Background: an optimization exercise with open tools, aiming at small area. Do not read the settings as production practice. Only simulation tests tie the RTL to the original design; equivalence was not proved. Power is estimated from default activity; no workload was simulated.

==> 11-16: inputs <==
## datapath
module datapath (
  input clk,
  input reset,
  input [31:0] imem_rdata,
  input [31:0] dmem_rdata,
  output [31:0] imem_addr,
  output [31:0] dmem_addr,
  output [31:0] dmem_wdata,
  output [31:0] dmem_wmask,
  output dmem_we,
  output error
);
  wire [31:0] inst = imem_rdata;
  wire [4:0] o = inst[6:2];
  wire [2:0] f3 = inst[14:12];
  wire opc_ok = (inst[1:0] == 2'b11) && (
                (o == 5'b00000) || (o == 5'b01000) || (o == 5'b11000) ||
                (o == 5'b11011) || (o == 5'b11001) || (o == 5'b00100) ||
                (o == 5'b01100) || (o == 5'b11100) || (o == 5'b00101) ||
                (o == 5'b01101));
  wire illegal = ~opc_ok
               | ((o == 5'b11000) & (f3[2:1] == 2'b01))
               | ((o == 5'b11001) & (f3 != 3'd0))
               | ((o == 5'b11100) & (f3[1:0] == 2'b00));
  reg error_q;
  assign error = ~reset & (error_q | illegal);
  always @(posedge clk) begin
    if (reset) error_q <= 1'b0;
    else error_q <= error;
  end
  wire valid = ~reset & ~error_q & ~illegal;
  wire d_branch = o[4] & ~o[2] & ~o[0];
  wire d_jal    = o[4] & o[1];
  wire d_jalr   = o[4] & ~o[1] & o[0];
  ...
==> module csr, before the edit <==
module csr (
  input clk,
  input reset,
  input [11:0] addr,
  input we,                
  input [1:0] op,          
  input [31:0] wdata,
  output [31:0] rdata
);
  reg [63:0] cnt0, cnt1, cnt2;
  wire base = (addr[11:8] == 4'hC) && (addr[6:2] == 5'b0);
  wire hi = addr[7];
  wire [5:0] s;
  assign s[0] = base & (addr[1:0] == 2'd0) & ~hi;
  assign s[1] = base & (addr[1:0] == 2'd0) &  hi;
  assign s[2] = base & (addr[1:0] == 2'd1) & ~hi;
  assign s[3] = base & (addr[1:0] == 2'd1) &  hi;
  assign s[4] = base & (addr[1:0] == 2'd2) & ~hi;
  assign s[5] = base & (addr[1:0] == 2'd2) &  hi;
  genvar i;
  generate
    for (i = 0; i < 32; i = i + 1) begin : rd
      wire nl, nh;
      aoi222 ul (.a0(cnt0[i]), .s0(s[0]), .a1(cnt1[i]), .s1(s[2]),
                 .a2(cnt2[i]), .s2(s[4]), .y(nl));
      aoi222 uh (.a0(cnt0[32 + i]), .s0(s[1]), .a1(cnt1[32 + i]), .s1(s[3]),
                 .a2(cnt2[32 + i]), .s2(s[5]), .y(nh));
      assign rdata[i] = ~(nl & nh);
    end
  endgenerate
  wire op_wr = (op == 2'd1);
  wire op_set = (op == 2'd2);
  wire op_clr = (op == 2'd3);
  wire [31:0] tw = ({32{op_wr}} & wdata) | ({32{op_set}} & (rdata | wdata))
                 | ({32{op_clr}} & rdata & ~wdata);
  wire [31:0] tw_r = tw & {32{~reset}};
  wire [5:0] ld = {6{reset}} | ({6{we}} & s);
  wire [63:0] inc0, inc1, inc2;
  cnt_inc i0 (.q(cnt0), .s(inc0));
  cnt_inc i1 (.q(cnt1), .s(inc1));
  cnt_inc i2 (.q(cnt2), .s(inc2));
  wire [63:0] d0, d1, d2;
  wire [5:0] nld = ~ld;
  generate
    for (i = 0; i < 32; i = i + 1) begin : m
      ao22 l0 (.a0(inc0[i]), .s0(nld[0]), .a1(tw_r[i]), .s1(ld[0]), .y(d0[i]));
      ao22 h0 (.a0(inc0[32 + i]), .s0(nld[1]), .a1(tw_r[i]), .s1(ld[1]), .y(d0[32 + i]));
      ao22 l1 (.a0(inc1[i]), .s0(nld[2]), .a1(tw_r[i]), .s1(ld[2]), .y(d1[i]));
      ao22 h1 (.a0(inc1[32 + i]), .s0(nld[3]), .a1(tw_r[i]), .s1(ld[3]), .y(d1[32 + i]));
      ao22 l2 (.a0(inc2[i]), .s0(nld[4]), .a1(tw_r[i]), .s1(ld[4]), .y(d2[i]));
      ao22 h2 (.a0(inc2[32 + i]), .s0(nld[5]), .a1(tw_r[i]), .s1(ld[5]), .y(d2[32 + i]));
    end
  endgenerate
  always @(posedge clk) begin
    cnt0 <= d0;
    cnt1 <= d1;
    cnt2 <= d2;
  end
endmodule
==> module ld_align, before the edit <==
module ld_align (
  input [31:0] d,
  input [1:0] ba,
  input [2:0] f3,
  output [31:0] y
);
  wire [31:0] sh = d >> {ba, 3'b0};
  wire ld_b = (f3[1:0] == 2'b00);
  wire ld_h = (f3[1:0] == 2'b01);
  wire ld_s = ~f3[2];
  assign y[7:0] = sh[7:0];
  assign y[15:8] = ld_b ? {8{ld_s & sh[7]}} : sh[15:8];
  assign y[31:16] = ld_b ? {16{ld_s & sh[7]}} :
                    ld_h ? {16{ld_s & sh[15]}} : sh[31:16];
endmodule
export LEC_CHECK = 0
export CAP_MARGIN = 20
export CELL_PAD_IN_SITES_DETAIL_PLACEMENT = 1
export CELL_PAD_IN_SITES_GLOBAL_PLACEMENT = 1
export CORE_MARGIN = 2
export CORE_UTILIZATION = 50
export CTS_BUF_LIST = sky130_fd_sc_hd__clkbuf_8
export CTS_CLUSTER_DIAMETER = 50
export CTS_CLUSTER_SIZE = 16
export PLACE_DENSITY = 0.62
export SLEW_MARGIN = 20
export SYNTH_HIERARCHICAL = 1
export SYNTH_MINIMUM_KEEP_SIZE = 0
create_clock -name core_clock -period 13.0 [get_ports {clk}]
run.sh (not shown) runs the stock make flow with config.mk's settings and CLKGATE_MAP_FILE= SYNTH_SCRIPT=/design/flow/synth_recipe.tcl, a recipe that flattens the netlist after the stock synthesis.
==> 08-26: changes against 11-16 <==
==> flow/flow/run.sh (new file) <==
#!/bin/bash
# Standard ORFS layout (the standard.sh, standard synthesis unchanged) with
# small port buffers and no CTS dummy loads. Full tool output goes to
# flow_make.log here; ORFS's per-step logs stay under orfs/logs.
set -euo pipefail
export BUFFER_PORTS_ARGS="-buffer_cell sky130_fd_sc_hd__buf_2"
export CTS_ARGS="-sink_clustering_enable -repair_clock_nets -dont_use_dummy_load -sink_clustering_size 16 -sink_clustering_max_diameter 50 -buf_list sky130_fd_sc_hd__clkbuf_8"
bash standard.sh > flow_make.log 2>&1
==> flow/standard.sh (new file) <==
#!/bin/bash
# synth_recipe.tcl (not shown) runs the flow's synth.tcl, then flattens the netlist and writes it again
# the make line also repeats each setting of config.mk as NAME=value (left out here)
make -C /OpenROAD-flow-scripts/flow DESIGN_CONFIG=/design/flow/config.mk WORK_HOME=/design/flow/orfs CLKGATE_MAP_FILE= SYNTH_SCRIPT=/design/flow/synth_recipe.tcl "${@:-finish}"
removed: flow/run.sh
==> 11-27: changes against 11-16 <==
--- a/flow/design.v
+++ b/flow/design.v
@@ -30,8 +30,10 @@
   endgenerate
-  wire op_wr = (op == 2'd1);
-  wire op_set = (op == 2'd2);
-  wire op_clr = (op == 2'd3);
-  wire [31:0] tw = ({32{op_wr}} & wdata) | ({32{op_set}} & (rdata | wdata))
-                 | ({32{op_clr}} & rdata & ~wdata);
-  wire [31:0] tw_r = tw & {32{~reset}};
+  wire ne_w = reset | ~(op == 2'd1 | op == 2'd2);
+  wire e_r = ~reset & op[1];
+  wire [31:0] tw_r;
+  generate
+    for (i = 0; i < 32; i = i + 1) begin : t
+      mxi u (.a(~(rdata[i] & e_r)), .b(ne_w), .s(wdata[i]), .y(tw_r[i]));
+    end
+  endgenerate
   wire [5:0] ld = {6{reset}} | ({6{we}} & s);
@@ -445,10 +447,32 @@
 );
-  wire [31:0] sh = d >> {ba, 3'b0};
-  wire ld_b = (f3[1:0] == 2'b00);
-  wire ld_h = (f3[1:0] == 2'b01);
-  wire ld_s = ~f3[2];
-  assign y[7:0] = sh[7:0];
-  assign y[15:8] = ld_b ? {8{ld_s & sh[7]}} : sh[15:8];
-  assign y[31:16] = ld_b ? {16{ld_s & sh[7]}} :
-                    ld_h ? {16{ld_s & sh[15]}} : sh[31:16];
+  wire lb = (f3[1:0] == 2'b00);
+  wire lh = (f3[1:0] == 2'b01);
+  wire [3:0] o;                           
+  assign o[0] = (ba == 2'd0);
+  assign o[1] = (ba == 2'd1);
+  assign o[2] = (ba == 2'd2);
+  assign o[3] = (ba == 2'd3);
+  wire bsign = (o[0] & d[7]) | (o[1] & d[15]) | (o[2] & d[23]) | (o[3] & d[31]);
+  wire hsign = (o[0] & d[15]) | (o[1] & d[23]) | (o[2] & d[31]);
+  wire ext = ~f3[2] & (lb ? bsign : hsign);
+  wire x1 = lb;                           
+  wire x2 = lb | lh;                      
+  wire [2:0] m1 = o[2:0] & {3{~x1}};
+  wire [1:0] m2 = o[1:0] & {2{~x2}};
+  wire m3 = o[0] & ~x2;
+  wire e1 = ext & x1;
+  wire e2 = ext & x2;
+  genvar i;
+  generate
+    for (i = 0; i < 8; i = i + 1) begin : b
+      wire n0, n1, n2, n3;
+      aoi222 u0 (.a0(d[i]), .s0(o[0]), .a1(d[i + 8]), .s1(o[1]), .a2(d[i + 16]), .s2(o[2]), .y(n0));
+      assign y[i] = ~(n0 & ~(d[i + 24] & o[3]));
+      aoi222 u1 (.a0(d[i + 8]), .s0(m1[0]), .a1(d[i + 16]), .s1(m1[1]), .a2(d[i + 24]), .s2(m1[2]), .y(n1));
+      assign y[i + 8] = ~(n1 & ~e1);
+      aoi222 u2 (.a0(d[i + 16]), .s0(m2[0]), .a1(d[i + 24]), .s1(m2[1]), .a2(ext), .s2(x2), .y(n2));
+      assign y[i + 16] = ~n2;
+      assign y[i + 24] = (d[i + 24] & m3) | e2;
+    end
+  endgenerate
 endmodule
==> flow/flow/run.sh (new file) <==
#!/bin/bash
# Standard ORFS layout (the standard.sh, standard synthesis unchanged) with
# small port buffers and no CTS dummy loads. Full tool output goes to
# flow_make.log here; ORFS's per-step logs stay under orfs/logs.
set -euo pipefail
export BUFFER_PORTS_ARGS="-buffer_cell sky130_fd_sc_hd__buf_1"
export CTS_ARGS="-sink_clustering_enable -repair_clock_nets -dont_use_dummy_load -sink_clustering_size 16 -sink_clustering_max_diameter 50 -buf_list sky130_fd_sc_hd__clkbuf_8"
bash standard.sh > flow_make.log 2>&1
==> flow/standard.sh (new file) <==
#!/bin/bash
# synth_recipe.tcl (not shown) runs the flow's synth.tcl, then flattens the netlist and writes it again
# the make line also repeats each setting of config.mk as NAME=value (left out here)
make -C /OpenROAD-flow-scripts/flow DESIGN_CONFIG=/design/flow/config.mk WORK_HOME=/design/flow/orfs CLKGATE_MAP_FILE= SYNTH_SCRIPT=/design/flow/synth_recipe.tcl "${@:-finish}"
removed: flow/run.sh
==> 11-28: changes against 11-16 <==
--- a/flow/design.v
+++ b/flow/design.v
@@ -30,8 +30,10 @@
   endgenerate
-  wire op_wr = (op == 2'd1);
-  wire op_set = (op == 2'd2);
-  wire op_clr = (op == 2'd3);
-  wire [31:0] tw = ({32{op_wr}} & wdata) | ({32{op_set}} & (rdata | wdata))
-                 | ({32{op_clr}} & rdata & ~wdata);
-  wire [31:0] tw_r = tw & {32{~reset}};
+  wire ne_w = reset | ~(op == 2'd1 | op == 2'd2);
+  wire e_r = ~reset & op[1];
+  wire [31:0] tw_r;
+  generate
+    for (i = 0; i < 32; i = i + 1) begin : t
+      mxi u (.a(~(rdata[i] & e_r)), .b(ne_w), .s(wdata[i]), .y(tw_r[i]));
+    end
+  endgenerate
   wire [5:0] ld = {6{reset}} | ({6{we}} & s);
@@ -445,10 +447,32 @@
 );
-  wire [31:0] sh = d >> {ba, 3'b0};
-  wire ld_b = (f3[1:0] == 2'b00);
-  wire ld_h = (f3[1:0] == 2'b01);
-  wire ld_s = ~f3[2];
-  assign y[7:0] = sh[7:0];
-  assign y[15:8] = ld_b ? {8{ld_s & sh[7]}} : sh[15:8];
-  assign y[31:16] = ld_b ? {16{ld_s & sh[7]}} :
-                    ld_h ? {16{ld_s & sh[15]}} : sh[31:16];
+  wire lb = (f3[1:0] == 2'b00);
+  wire lh = (f3[1:0] == 2'b01);
+  wire [3:0] o;                           
+  assign o[0] = (ba == 2'd0);
+  assign o[1] = (ba == 2'd1);
+  assign o[2] = (ba == 2'd2);
+  assign o[3] = (ba == 2'd3);
+  wire bsign = (o[0] & d[7]) | (o[1] & d[15]) | (o[2] & d[23]) | (o[3] & d[31]);
+  wire hsign = (o[0] & d[15]) | (o[1] & d[23]) | (o[2] & d[31]);
+  wire ext = ~f3[2] & (lb ? bsign : hsign);
+  wire x1 = lb;                           
+  wire x2 = lb | lh;                      
+  wire [2:0] m1 = o[2:0] & {3{~x1}};
+  wire [1:0] m2 = o[1:0] & {2{~x2}};
+  wire m3 = o[0] & ~x2;
+  wire e1 = ext & x1;
+  wire e2 = ext & x2;
+  genvar i;
+  generate
+    for (i = 0; i < 8; i = i + 1) begin : b
+      wire n0, n1, n2, n3;
+      aoi222 u0 (.a0(d[i]), .s0(o[0]), .a1(d[i + 8]), .s1(o[1]), .a2(d[i + 16]), .s2(o[2]), .y(n0));
+      assign y[i] = ~(n0 & ~(d[i + 24] & o[3]));
+      aoi222 u1 (.a0(d[i + 8]), .s0(m1[0]), .a1(d[i + 16]), .s1(m1[1]), .a2(d[i + 24]), .s2(m1[2]), .y(n1));
+      assign y[i + 8] = ~(n1 & ~e1);
+      aoi222 u2 (.a0(d[i + 16]), .s0(m2[0]), .a1(d[i + 24]), .s1(m2[1]), .a2(ext), .s2(x2), .y(n2));
+      assign y[i + 16] = ~n2;
+      assign y[i + 24] = (d[i + 24] & m3) | e2;
+    end
+  endgenerate
 endmodule
==> flow/flow/run.sh (new file) <==
#!/bin/bash
# Standard ORFS layout (the standard.sh, standard synthesis unchanged) with
# small port buffers and no CTS dummy loads. Full tool output goes to
# flow_make.log here; ORFS's per-step logs stay under orfs/logs.
set -euo pipefail
export BUFFER_PORTS_ARGS="-buffer_cell sky130_fd_sc_hd__buf_1"
export CTS_ARGS="-sink_clustering_enable -repair_clock_nets -dont_use_dummy_load -sink_clustering_size 16 -sink_clustering_max_diameter 50 -buf_list sky130_fd_sc_hd__clkbuf_8"
bash standard.sh > flow_make.log 2>&1
==> flow/standard.sh (new file) <==
#!/bin/bash
# synth_recipe.tcl (not shown) runs the flow's synth.tcl, then flattens the netlist and writes it again
# the make line also repeats each setting of config.mk as NAME=value (left out here)
make -C /OpenROAD-flow-scripts/flow DESIGN_CONFIG=/design/flow/config.mk WORK_HOME=/design/flow/orfs CLKGATE_MAP_FILE= SYNTH_SCRIPT=/design/flow/synth_recipe.tcl "${@:-finish}"
Settings changed: CAP_MARGIN 20 to 0, SLEW_MARGIN 20 to 0.
removed: flow/run.sh
==> results.txt <==
- In 08-26 the routed wire length is larger than in 11-28, by 0.90%.
- In critical path depth, 08-26 and 11-28 do not differ.
- The lowest sequential share of layout area belongs to 11-16, the highest to 11-28.
- Via count: 11-28 is smaller than 11-16 (1.0%).
- The highest core utilization belongs to 11-16, the lowest to 08-26.
- Clock-buffer cell count: 11-27 is higher than 08-26 (15).
- The lowest worst setup slack belongs to 11-16, the highest to 08-26.
- Global-route usage, lowest first: 08-26, 11-27, 11-28, 11-16.
- Total power, highest first: 11-16, 11-28, 11-27, 08-26.
- Of 11-16 and 08-26, 11-16 has the higher cell area (gap about 3.7%, measured against 08-26).
==> figures <==
metric	11-28	08-26	11-27	11-16
Status	no timing/DRC/antenna violations	no timing/DRC/antenna violations	no timing/DRC/antenna violations	no timing/DRC/antenna violations
Vias in the first global route	46800	46500	46800	47300
Sequential Power	4.52 mW	4.53 mW	4.52 mW	4.53 mW
Largest net degree at the start of global routing	65	78	65	78
Post-detailed-placement cell area	62700 um^2	63100 um^2	62700 um^2	64300 um^2
Inverters	49	40	49	40
Capturing instance or port of the critical path	dmem_addr[23]	dmem_addr[31]	dmem_addr[23]	dmem_addr[13]
Number of CTS-inserted buffers	132	117	132	120
DIE AREA	121000 um^2	121000 um^2	121000 um^2	121000 um^2
Internal Dissipation	5.88 mW	5.81 mW	5.88 mW	6.34 mW
Power in combinational cells	1.97 mW	2.04 mW	1.97 mW	2.17 mW
Count of cell instances traversed by the critical path	19	19	19	18
Total power consumption of the routed design	8.68 mW	8.61 mW	8.68 mW	9.41 mW
Number of tapcells	1524	1536	1524	1536
Vias per Instance	8.07	7.98	8.11	7.91
Multi-In Gates	2668	2751	2668	2751
Area of the core region	117000 um^2	118000 um^2	117000 um^2	118000 um^2
DR iter-0 viols	10800	10400	11200	10300
Area of the mapped netlist	58900 um^2	59300 um^2	58900 um^2	59300 um^2
Final Skew	0.106 ns	0.137 ns	0.109 ns	0.0724 ns
Global Route met1 Usage	55.7%	52.8%	56.2%	53.0%

-- separate check: timing with driven ports --
No port has a modelled driver above. Below, the same layouts with a new extraction and two added sets of constraints.
Step 1 sets driving cells, clkbuf_16 on the clock port and buf_2 on the other inputs (assumed; they add their load-dependent delay and slew).
Step 2 times the ports against the registers' clock, not the clock port: input delays grow and output delays shrink by t, the midpoint of the rising clock arrivals with the driver on.
Slacks: no drivers / after step 1 / after step 2; pairs: no drivers / after step 1.
run | t (ns) | setup WS [ns] | hold slack, ns | clock arrival spread, ns | worst data-port slew with drivers (ns)
11-16 | 0.952 | 0.507 / 0.472 / 0.472 | 0.545 / 0.545 / 0.545 | 0.075 / 0.074 | 0.06
08-26 | 0.894 | 1.191 / 1.162 / 1.162 | 0.529 / 0.529 / 0.529 | 0.137 / 0.137 | 0.06
11-27 | 0.938 | 0.732 / 0.594 / 0.594 | 0.543 / 0.543 / 0.543 | 0.109 / 0.108 | 0.18
11-28 | 0.932 | 0.603 / 0.508 / 0.508 | 0.544 / 0.544 / 0.544 | 0.105 / 0.105 | 0.18
After both steps every run listed still meets setup and hold. The setup slack of 11-27, which loses most, moves by -0.138 ns with the drivers and by -0.138 ns with both steps.
